This is an optimization exercise on Yosys and OpenROAD, whose aim is small area, a short achievable clock period and few clock cycles, not a production implementation.
Where RTL was checked, it was by simulation tests only, not by an equivalence proof against the original.

==> flow/design.v (excerpt) <==
module SequentialMultiplier(clock, reset, multiplicand, multiplier, product, ready, start);
Settings: LEC_CHECK=0, CAP_MARGIN=20, CORE_MARGIN=2, CORE_UTILIZATION=40, CTS_BUF_LIST=sky130_fd_sc_hd__clkbuf_8, SETUP_SLACK_MARGIN=1.0, SLEW_MARGIN=20, SYNTH_HIERARCHICAL=1; clock period 4.0 ns.
standard.sh (not shown) runs the stock make flow with config.mk's settings and CLKGATE_MAP_FILE= SYNTH_SCRIPT=/design/flow/synth_recipe.tcl, a recipe that flattens the netlist after the stock synthesis.
==> flow/flow/run.sh <==
#!/bin/bash
# Standard layout (the standard.sh, unchanged synthesis and steps), with
# the port buffers made from sky130_fd_sc_hd__buf_1 instead of the flow's
# default pick. Every tool's output goes to standard.log here.
set -euo pipefail
export BUFFER_PORTS_ARGS="-buffer_cell sky130_fd_sc_hd__buf_1"
bash standard.sh > standard.log 2>&1
The baseline finished with timing, DRC and antenna clean.
Testbench counts at the start, summed over its fixed seeds: cycles 28,808.
Edit:
- CTS_BUF_LIST: sky130_fd_sc_hd__clkbuf_8 -> unset
- SETUP_SLACK_MARGIN: 1.0 -> 1.4
After rerunning: The changed run passed the timing, DRC and antenna checks; wire length grows by 9.1%; hold slack gets better by 68 ps; sequential share of layout area drops by 2.1 points; setup slack improves by 180 ps; synthesized cell count does not change; via count rose by 4.2%; final cell count goes up by 3.3%.
Edit:
==> flow/run.sh (new file) <==
#!/bin/bash
# synth_recipe.tcl (not shown) runs the flow's synth.tcl, then flattens the netlist and writes it again
# the make line also repeats each setting of config.mk as NAME=value (left out here)
make -C /OpenROAD-flow-scripts/flow DESIGN_CONFIG=/design/flow/config.mk WORK_HOME=/design/flow/orfs CLKGATE_MAP_FILE= SYNTH_SCRIPT=/design/flow/synth_recipe.tcl finish
- SETUP_SLACK_MARGIN: 1.4 -> 1.5
removed: flow/flow/run.sh
removed: flow/standard.sh
Effect: Cell count increases by about 1.4%; worst setup slack loses 38 ps; final area increases by about 10%; routed wire length increases by about 7%.
Edit:
- SETUP_SLACK_MARGIN: 1.5 -> 1.2
Core utilization drops by 4.7 points.
Final area drops by roughly a tenth.
Worst setup slack is worse by 3.9 ps.
Routed wire length drops by roughly a tenth.
Clock-buffer cell count drops by 5.
Synthesized cell count does not change.
Non-clock buffer count drops by 82.
Via count drops by a few percent.
Hold slack is better by 4.1 ps.
Edit:
==> flow/flow/run.sh (new file) <==
#!/bin/bash
# Standard layout (the standard.sh, unchanged synthesis and steps), with
# the port buffers made from sky130_fd_sc_hd__buf_1 instead of the flow's
# default pick. Every tool's output goes to standard.log here.
set -euo pipefail
export BUFFER_PORTS_ARGS="-buffer_cell sky130_fd_sc_hd__buf_1"
export RECOVER_POWER=100
bash standard.sh > standard.log 2>&1
==> flow/standard.sh (new file) <==
#!/bin/bash
# synth_recipe.tcl (not shown) runs the flow's synth.tcl, then flattens the netlist and writes it again
# the make line also repeats each setting of config.mk as NAME=value (left out here)
make -C /OpenROAD-flow-scripts/flow DESIGN_CONFIG=/design/flow/config.mk WORK_HOME=/design/flow/orfs CLKGATE_MAP_FILE= SYNTH_SCRIPT=/design/flow/synth_recipe.tcl "${@:-finish}"
- SETUP_SLACK_MARGIN: 1.2 -> 1.0
removed: flow/run.sh
With this change the flow ran to the end with violations: max-capacitance violations, max-slew violations; setup slack gets worse by 530 ps; cell count stays flat; non-clock buffer count fell by 4; utilization fell by 2.7 points; wire length fell by about 2%; cell area fell by 5.7%; first-iteration DRC count rose by 5.8%; critical path depth fell by 3.
Edit:
==> flow/run.sh (new file) <==
#!/bin/bash
# synth_recipe.tcl (not shown) runs the flow's synth.tcl, then flattens the netlist and writes it again
# the make line also repeats each setting of config.mk as NAME=value (left out here)
make -C /OpenROAD-flow-scripts/flow DESIGN_CONFIG=/design/flow/config.mk WORK_HOME=/design/flow/orfs CLKGATE_MAP_FILE= SYNTH_SCRIPT=/design/flow/synth_recipe.tcl finish
removed: flow/flow/run.sh
removed: flow/standard.sh
Now the flow produced a clean layout.
Final area went up by 5.2%.
Global-route usage grows by 0.80 points.
Final cell count stays flat.
Setup slack is better by 420 ps.

========
SequentialMultiplier, a different RTL version from the one above (not shown whole).
Size in the first run: about 130 I/O pins, about 13000 sq um of cells after synthesis.
clock: 4.0 ns
lec_check: 0
cap_margin: 20
core_margin: 2
core_utilization: 40
setup_slack_margin: 1.4
slew_margin: 20
synth_hierarchical: 1
==> flow/flow/run.sh <==
#!/bin/bash
# Standard layout (the standard.sh, unchanged synthesis and steps), with
# the port buffers made from sky130_fd_sc_hd__buf_1 instead of the flow's
# default pick. Every tool's output goes to standard.log here.
set -euo pipefail
export BUFFER_PORTS_ARGS="-buffer_cell sky130_fd_sc_hd__buf_1"
bash standard.sh > standard.log 2>&1
The starting point produced a clean layout.
Rerun with:
SETUP_SLACK_MARGIN = 1.2   (was 1.4)
Outcome: The changed run finished clean. Global-route usage came out lower by 0.66 points. Design area falls by about 5%. First-iteration DRC count is lower by 7.0%. Maximum frequency decreases by about 6%. Sequential cell count stays the same. Core utilization goes down by 2.5 points. Hold slack is better by 0.015 ns.
Rerun with:
SETUP_SLACK_MARGIN = 1.3   (was 1.2)
Effect:
- The changed run finished with timing, DRC and antenna clean
- critical path depth does not change
- cell count does not change
- hold slack is about the same
- worst setup slack improves by 0.088 ns
- core utilization grows by 0.42 points
- routed wire length grows by 0.73%
- synthesized area is unchanged
- via count grows by 1.0%
- die area stays the same
No run of this note included a check of the RTL's function; only the layout flow was run.

========
== run 1 ==
Another version of the RTL of SequentialMultiplier (not shown whole).
For scale: roughly 170 flip-flops, about 0.013 sq mm of cells after synthesis.
Settings: LEC_CHECK=0, CAP_MARGIN=20, CORE_MARGIN=2, CORE_UTILIZATION=40, SETUP_SLACK_MARGIN=1.25, SLEW_MARGIN=20, SYNTH_HIERARCHICAL=1; clock period 4.0 ns.
Scripts as last shown in full above: flow/flow/run.sh
Testbench counts of run 1, summed over its fixed seeds: cycles 28,808.
Inputs modified between run 1 and run 2:
-- flow/config.mk --
<<< run 1, line 10
export CORE_UTILIZATION = 40
export SETUP_SLACK_MARGIN = 1.25
export SLEW_MARGIN = 20
>>> run 2, line 10
export CORE_UTILIZATION = 40
export SETUP_SLACK_MARGIN = 1.4
export SLEW_MARGIN = 20
Notes after the runs:
Diff run 1 -> run 2: final critical-path setup slack grew by 0.11 ns; synthesis-to-finish area growth grew by 8.7 points; flip-flop and latch area grew by 1.5%; post-DP HPWL held steady. Run 2 reached the final stage; the timing, DRC and antenna checks on its layout passed. Run 1: flow completed, timing, DRC and antenna clean.
Input-level comparison between run 3 and run 2:
-- flow/config.mk --
<<< run 2, line 7
export LEC_CHECK = 0
export CAP_MARGIN = 20
>>> run 3, line 7
export LEC_CHECK = 0
export ABC_AREA = 1
export CAP_MARGIN = 20
<<< run 2, line 10
export CORE_UTILIZATION = 40
export SETUP_SLACK_MARGIN = 1.4
export SLEW_MARGIN = 20
>>> run 3, line 11
export CORE_UTILIZATION = 40
export SETUP_SLACK_MARGIN = 1.3
export SLEW_MARGIN = 20
## What came out
- Run 3 against run 2: mux share of post-synthesis cell area -2.8 points, shortest clock period the worst path allows after layout higher, relative slew slack shrank by 16 points, total detailed-routing wirelength increased about 5.5%.
Setup changes, run 3 to run 4
-- flow/config.mk --
<<< run 3, line 7
export LEC_CHECK = 0
export ABC_AREA = 1
export CAP_MARGIN = 20
>>> run 4, line 7
export LEC_CHECK = 0
export CAP_MARGIN = 20
<<< run 3, line 11
export CORE_UTILIZATION = 40
export SETUP_SLACK_MARGIN = 1.3
>>> run 4, line 10
export CORE_UTILIZATION = 40
export CTS_BUF_LIST = sky130_fd_sc_hd__clkbuf_8 sky130_fd_sc_hd__clkbuf_16
export SETUP_SLACK_MARGIN = 1.3
## What came out
In the tables for run 4 and run 3, count of clock-net buffers in the final layout reads higher with run 4. Area: run 4 vs run 3 -> run 4 smaller. Re synthesized instance count: run 4 and run 3 aren't equal, and the higher value belongs to run 3. Run 3 -> run 4: number of standard cells in the layout, taps in and fillers out decreased by more than a quarter. Compared with run 3, run 4 shows a higher post-synthesis adder-cell area fraction. Max freq run 3 -> run 4: degraded.

## re-timing with driven ports
The results above use ideal ports. As a check the final layouts listed here were re-extracted and re-timed, cells and wires unchanged.
Step 1 (the two cells are an assumption about what drives the block):
set clk [get_ports {clock}]
set_driving_cell -lib_cell sky130_fd_sc_hd__clkbuf_16 $clk
set_driving_cell -lib_cell sky130_fd_sc_hd__buf_2 [delete_from_list [all_inputs] $clk]
Step 2 moves the port delays by t, midway between the first and last clock arrival at a register: inputs arrive t later, outputs are due t later. That takes back most of the time a late clock gives input paths.
Three values: ideal ports, drivers, drivers and shift; two values: the first two.
run	t (ns)	setup slack, ns	clock arrival spread, ns	worst register clock-pin slew, ns	worst data-port slew with drivers (ns)
the first run of note 1	0.549	1.111 / 1.111 / 1.111	0.023 / 0.022	0.12 / 0.12	0.05
the second run of note 1	0.502	1.289 / 1.289 / 1.289	0.012 / 0.012	0.08 / 0.08	0.05
the third run of note 1	0.504	1.251 / 1.251 / 1.195	0.013 / 0.014	0.08 / 0.08	0.07
the fourth run of note 1	0.494	1.247 / 1.247 / 1.247	0.013 / 0.013	0.08 / 0.08	0.07
the fifth run of note 1	0.506	0.717 / 0.717 / 0.717	0.016 / 0.017	0.09 / 0.09	0.05
the sixth run of note 1	0.506	1.139 / 1.139 / 1.139	0.012 / 0.011	0.08 / 0.08	0.05
the first run of note 2	0.502	1.399 / 1.399 / 1.105	0.021 / 0.021	0.08 / 0.08	0.05
the second run of note 2	0.491	1.231 / 1.231 / 1.217	0.017 / 0.018	0.09 / 0.09	0.05
the third run of note 2	0.491	1.319 / 1.319 / 1.212	0.017 / 0.017	0.09 / 0.09	0.05
run 1	0.495	1.327 / 1.327 / 1.327	0.016 / 0.017	0.08 / 0.08	0.04
run 2	0.492	1.432 / 1.432 / 1.432	0.014 / 0.014	0.08 / 0.08	0.04
run 3	0.498	1.379 / 1.379 / 1.379	0.021 / 0.021	0.09 / 0.09	0.04
run 4	0.493	1.362 / 1.362 / 1.362	0.015 / 0.015	0.08 / 0.08	0.04
The setup slack of the first run of note 2, which loses most, moves by 0.000 ns with the drivers and by -0.294 ns with both steps.
